Background: an optimization exercise with open tools, aiming at small area, a short achievable clock period and few clock cycles per item. Do not read the settings as production practice. RTL that was checked went through simulation tests only; none was proved equivalent to the original.

lagoon:
==> flow/design.v <==
module mult(
 clk,
 rstx,
 mcand_is_signed,
 mlier_is_signed,
 start,
 mcand,
 mlier,
 prod,
 busy
);
parameter BW_CNT = 3,    
          BW_MCAND = 3,
          BW_MLIER = 4;
input                          clk;
input                          rstx;
input                          mcand_is_signed;
input                          mlier_is_signed;
input                          start;
input           [BW_MCAND-1:0] mcand;
input           [BW_MLIER-1:0] mlier;
output [BW_MCAND+BW_MLIER-1:0] prod;
output                         busy;
reg [BW_CNT-1:0] cnt;
wire cnt_eq_0 = (cnt == {BW_CNT{1'b0}});
always @(posedge clk or negedge rstx)
  if (~rstx)         cnt <= {BW_CNT{1'b0}};
  else if (start)    cnt <= BW_MLIER;
  else if (cnt_eq_0) cnt <= {BW_CNT{1'b0}};
  else               cnt <= cnt - {{(BW_CNT-1){1'b0}}, 1'd1};
wire cnt_eq_1 = (cnt == {{(BW_CNT-1){1'b0}}, 1'd1});
assign busy = ~cnt_eq_0;
wire last_stage_1 = cnt_eq_1 & mlier_is_signed;
reg [BW_MCAND+BW_MLIER-1:0] prod;
wire [BW_MCAND-1:0] prod1 = (prod[0] ? mcand : {BW_MCAND{1'b0}});
wire [BW_MCAND:0] sum = {   cnt_eq_1
                          ? mcand_is_signed | mlier_is_signed
                          : 1'b0
                        , prod[BW_MCAND+BW_MLIER-1:BW_MLIER] }
                      + { 1'b0
                        ,   {BW_MCAND{last_stage_1}}
                          ^ { prod1[BW_MCAND-1] ^ mcand_is_signed
                            , prod1[BW_MCAND-2:0] } }
                      + {{BW_MCAND{1'b0}}, last_stage_1};
always @(posedge clk or negedge rstx)
  if (~rstx)          prod <= {(BW_MCAND+BW_MLIER){1'b0}};
  else if (start)     prod <= {mcand_is_signed, {(BW_MCAND-1){1'b0}}, mlier};
  else if (~cnt_eq_0) prod <= {sum, prod[BW_MLIER-1:1]};
endmodule
module cordic_sqrt_seq (
 input         rstx,
 input         clk,
 input         start,
 input  [15:0] din,
 output        busy,
 output [15:0] dout
);
reg  [4:0] cnt;
wire [4:0] ncnt = start ? 5'd1 :
                  ((cnt == 5'd17) || (cnt == 5'd0)) ? 5'd0 : cnt + 5'd1;
always @(posedge clk or negedge rstx)
  if (!rstx) cnt <= 5'd0;
  else       cnt <= ncnt;
assign busy = (cnt != 5'd0);
reg [7:0] selx_n;   
reg [7:0] sely_n;   
reg       mm_n;     
reg       cord_n;   
reg       yx_n;     
always @(*) begin
  sely_n = 8'b00000001;
  case (ncnt)
  5'd1: sely_n = 8'b00000001;
  5'd2: sely_n = 8'b00000010;
  5'd3: sely_n = 8'b00000100;
  5'd4: sely_n = 8'b00001000;
  5'd5: sely_n = 8'b00001000;
  5'd6: sely_n = 8'b00010000;
  5'd7: sely_n = 8'b00100000;
  5'd8: sely_n = 8'b01000000;
  5'd9: sely_n = 8'b10000000;
  default: sely_n = 8'b00000001;
  endcase
  mm_n = 1'b0;
  case (ncnt)
  5'd10: begin selx_n = 8'b00000001; mm_n = 1'b0; end
  5'd11: begin selx_n = 8'b00000100; mm_n = 1'b1; end
  5'd12: begin selx_n = 8'b00001000; mm_n = 1'b1; end
  5'd13: begin selx_n = 8'b00000100; mm_n = 1'b0; end
  5'd14: begin selx_n = 8'b00000010; mm_n = 1'b0; end
  5'd15: begin selx_n = 8'b00000010; mm_n = 1'b1; end
  5'd16: begin selx_n = 8'b00000010; mm_n = 1'b1; end
  5'd17: begin selx_n = 8'b00000010; mm_n = 1'b0; end
  default: selx_n = sely_n;
  endcase
  cord_n = (ncnt != 5'd0) && (ncnt <= 5'd9);
  yx_n   = (ncnt >= 5'd9);
end
reg [7:0] selx, sely;
reg       cord, yx, rnd;
always @(posedge clk) begin
  selx <= selx_n;
  sely <= sely_n;
  cord <= cord_n;
  yx   <= yx_n;
  rnd  <= (ncnt == 5'd11);
end
reg  [20:0] X;
reg  [20:0] Y;
wire [28:0] yext = {{8{Y[20]}}, Y};
wire [28:0] xext = {8'd0, X};
reg  [20:0] ysh, xsh;
integer i, k;
always @(*) begin
  for (i = 0; i < 21; i = i + 1) begin
    ysh[i] = 1'b0;
    xsh[i] = 1'b0;
    for (k = 0; k < 8; k = k + 1) begin
      ysh[i] = ysh[i] | (selx[k] & yext[i + k + 1]);
      xsh[i] = xsh[i] | (sely[k] & xext[i + k + 1]);
    end
  end
  ysh[18] = ysh[18] | rnd;
end
reg         mx, cx, my;
wire [20:0] xsum, ysum;
pfx_add #(.W(21)) u_xadd (.a(X), .b(ysh ^ {21{mx}}), .ci(cx), .s(xsum));
pfx_add #(.W(21)) u_yadd (.a(Y), .b(xsh ^ {21{my}}), .ci(my), .s(ysum));
wire [20:0] x0 = {{1'b0, din} + 17'h02000, 4'd0};
wire [20:0] y0 = {{1'b0, din} - 17'h02000, 4'd0};
wire        ny_pos = start ? ~y0[20] : busy ? ~(yx ? xsum[20] : ysum[20]) : ~Y[20];
always @(posedge clk) begin
  mx <= cord_n ? ny_pos : mm_n;
  cx <= cord_n & ny_pos;
  my <= ny_pos;
end
always @(posedge clk)
  if (start) begin
    X <= x0;
    Y <= y0;
  end else if (busy) begin
    if (cord) X <= xsum;
    Y <= yx ? xsum : ysum;
  end
assign dout = Y[19:4];
endmodule
module pfx_add #(parameter W = 21) (
 input  [W-1:0] a,
 input  [W-1:0] b,
 input          ci,
 output [W-1:0] s
);
wire [W-1:0] p0 = a ^ b;
reg  [W:0]   g, p, gn, pn;
integer i, d, j;
always @(*) begin
  g = {a & b, ci};
  p = {p0, 1'b0};
  for (d = 1; d < W + 1; d = d * 2) begin
    gn = g;
    pn = p;
    for (i = 0; i < W + 1; i = i + 1) begin
      if ((i / d) % 2 == 1) begin
        j = (i / d) * d - 1;
        gn[i] = g[i] | (p[i] & g[j]);
        pn[i] = p[i] & p[j];
      end
    end
    g = gn;
    p = pn;
  end
end
assign s = p0 ^ g[W-1:0];
endmodule
Settings: LEC_CHECK=0, CAP_MARGIN=20, CORE_MARGIN=2, CORE_UTILIZATION=40, CTS_BUF_LIST=sky130_fd_sc_hd__clkbuf_8, SETUP_SLACK_MARGIN=2.2, SLEW_MARGIN=20; clock period 6.0 ns.
standard.sh (not shown) runs the stock make flow with config.mk's settings and CLKGATE_MAP_FILE= SYNTH_SCRIPT=/design/flow/synth_recipe.tcl, a recipe that flattens the netlist after the stock synthesis.
==> flow/flow/run.sh <==
#!/bin/bash
# Standard layout, with the port buffers made of buf_1 cells instead of the default.
set -euo pipefail
bash standard.sh "BUFFER_PORTS_ARGS=-buffer_cell sky130_fd_sc_hd__buf_1" finish > standard_flow.log 2>&1
Both conditions hold for lagoon: the flow ran to the end and the final layout passed the timing, DRC and antenna checks.
Testbench counts of lagoon, summed over its fixed seeds: cycles 144,000, items 8,000.
Input-level comparison between onyx and lagoon:
diff --git a/flow/design.v b/flow/design.v
--- a/flow/design.v
+++ b/flow/design.v
@@ -149,26 +149,39 @@
  input  [W-1:0] b,
  input          ci,
  output [W-1:0] s
 );
 wire [W-1:0] p0 = a ^ b;
 reg  [W:0]   g, p, gn, pn;
-integer i, d, j;
+integer i, d;
 always @(*) begin
   g = {a & b, ci};
   p = {p0, 1'b0};
-  for (d = 1; d < W + 1; d = d * 2) begin
+  gn = g;
+  pn = p;
+  for (i = 1; i < W + 1; i = i + 2) begin
+    gn[i] = g[i] | (p[i] & g[i - 1]);
+    pn[i] = p[i] & p[i - 1];
+  end
+  g = gn;
+  p = pn;
+  for (d = 2; d < W + 1; d = d * 2) begin
     gn = g;
     pn = p;
-    for (i = 0; i < W + 1; i = i + 1) begin
-      if ((i / d) % 2 == 1) begin
-        j = (i / d) * d - 1;
-        gn[i] = g[i] | (p[i] & g[j]);
-        pn[i] = p[i] & p[j];
-      end
+    for (i = d + 1; i < W + 1; i = i + 2) begin
+      gn[i] = g[i] | (p[i] & g[i - d]);
+      pn[i] = p[i] & p[i - d];
     end
     g = gn;
     p = pn;
   end
+  gn = g;
+  pn = p;
+  for (i = 2; i < W + 1; i = i + 2) begin
+    gn[i] = g[i] | (p[i] & g[i - 1]);
+    pn[i] = p[i] & p[i - 1];
+  end
+  g = gn;
+  p = pn;
 end
 assign s = p0 ^ g[W-1:0];
 endmodule
[summary]
Measured against each other, lagoon and onyx differ in final period utilization, the higher figure coming from onyx.
Taking lagoon as the reference, in onyx area taken by multi-input logic gates increased by 160 µm² relative to the old numbers; fraction of standard cell area that is sequential dropped 1.5 points.
In onyx the worst setup slack turned out 720 ps lower than in lagoon.
Result: PASS for each of lagoon and onyx
Summary: with lagoon as the reference, wire length on met1 in onyx moved up slightly.
Share of the final layout cell area in multi-input gates in onyx is 1.5 points lower than in lagoon
Function not checked in onyx: the RTL went through the layout flow alone.

-- what the ideal ports hide --
The flow's constraints put no driver on any port. The routed layouts listed below were extracted and timed again, unchanged, in two steps.
Step 1 assumes that a clkbuf_16 drives the clock port and a buf_2 every other input.
Step 2 also shifts input and output timing later by t, the mid clock arrival at the registers, as if the neighbouring blocks saw the same clock.
a / b / c = ideal ports / drivers / drivers and shift; a / b = the first two.
run	shift t [ns]	setup slack, ns	pins driven straight from the clock port
lagoon	0.413	2.391 / 2.391 / 2.391	1
onyx	0.421	1.673 / 1.673 / 1.673	1
After both steps setup and hold are still met in every run listed.
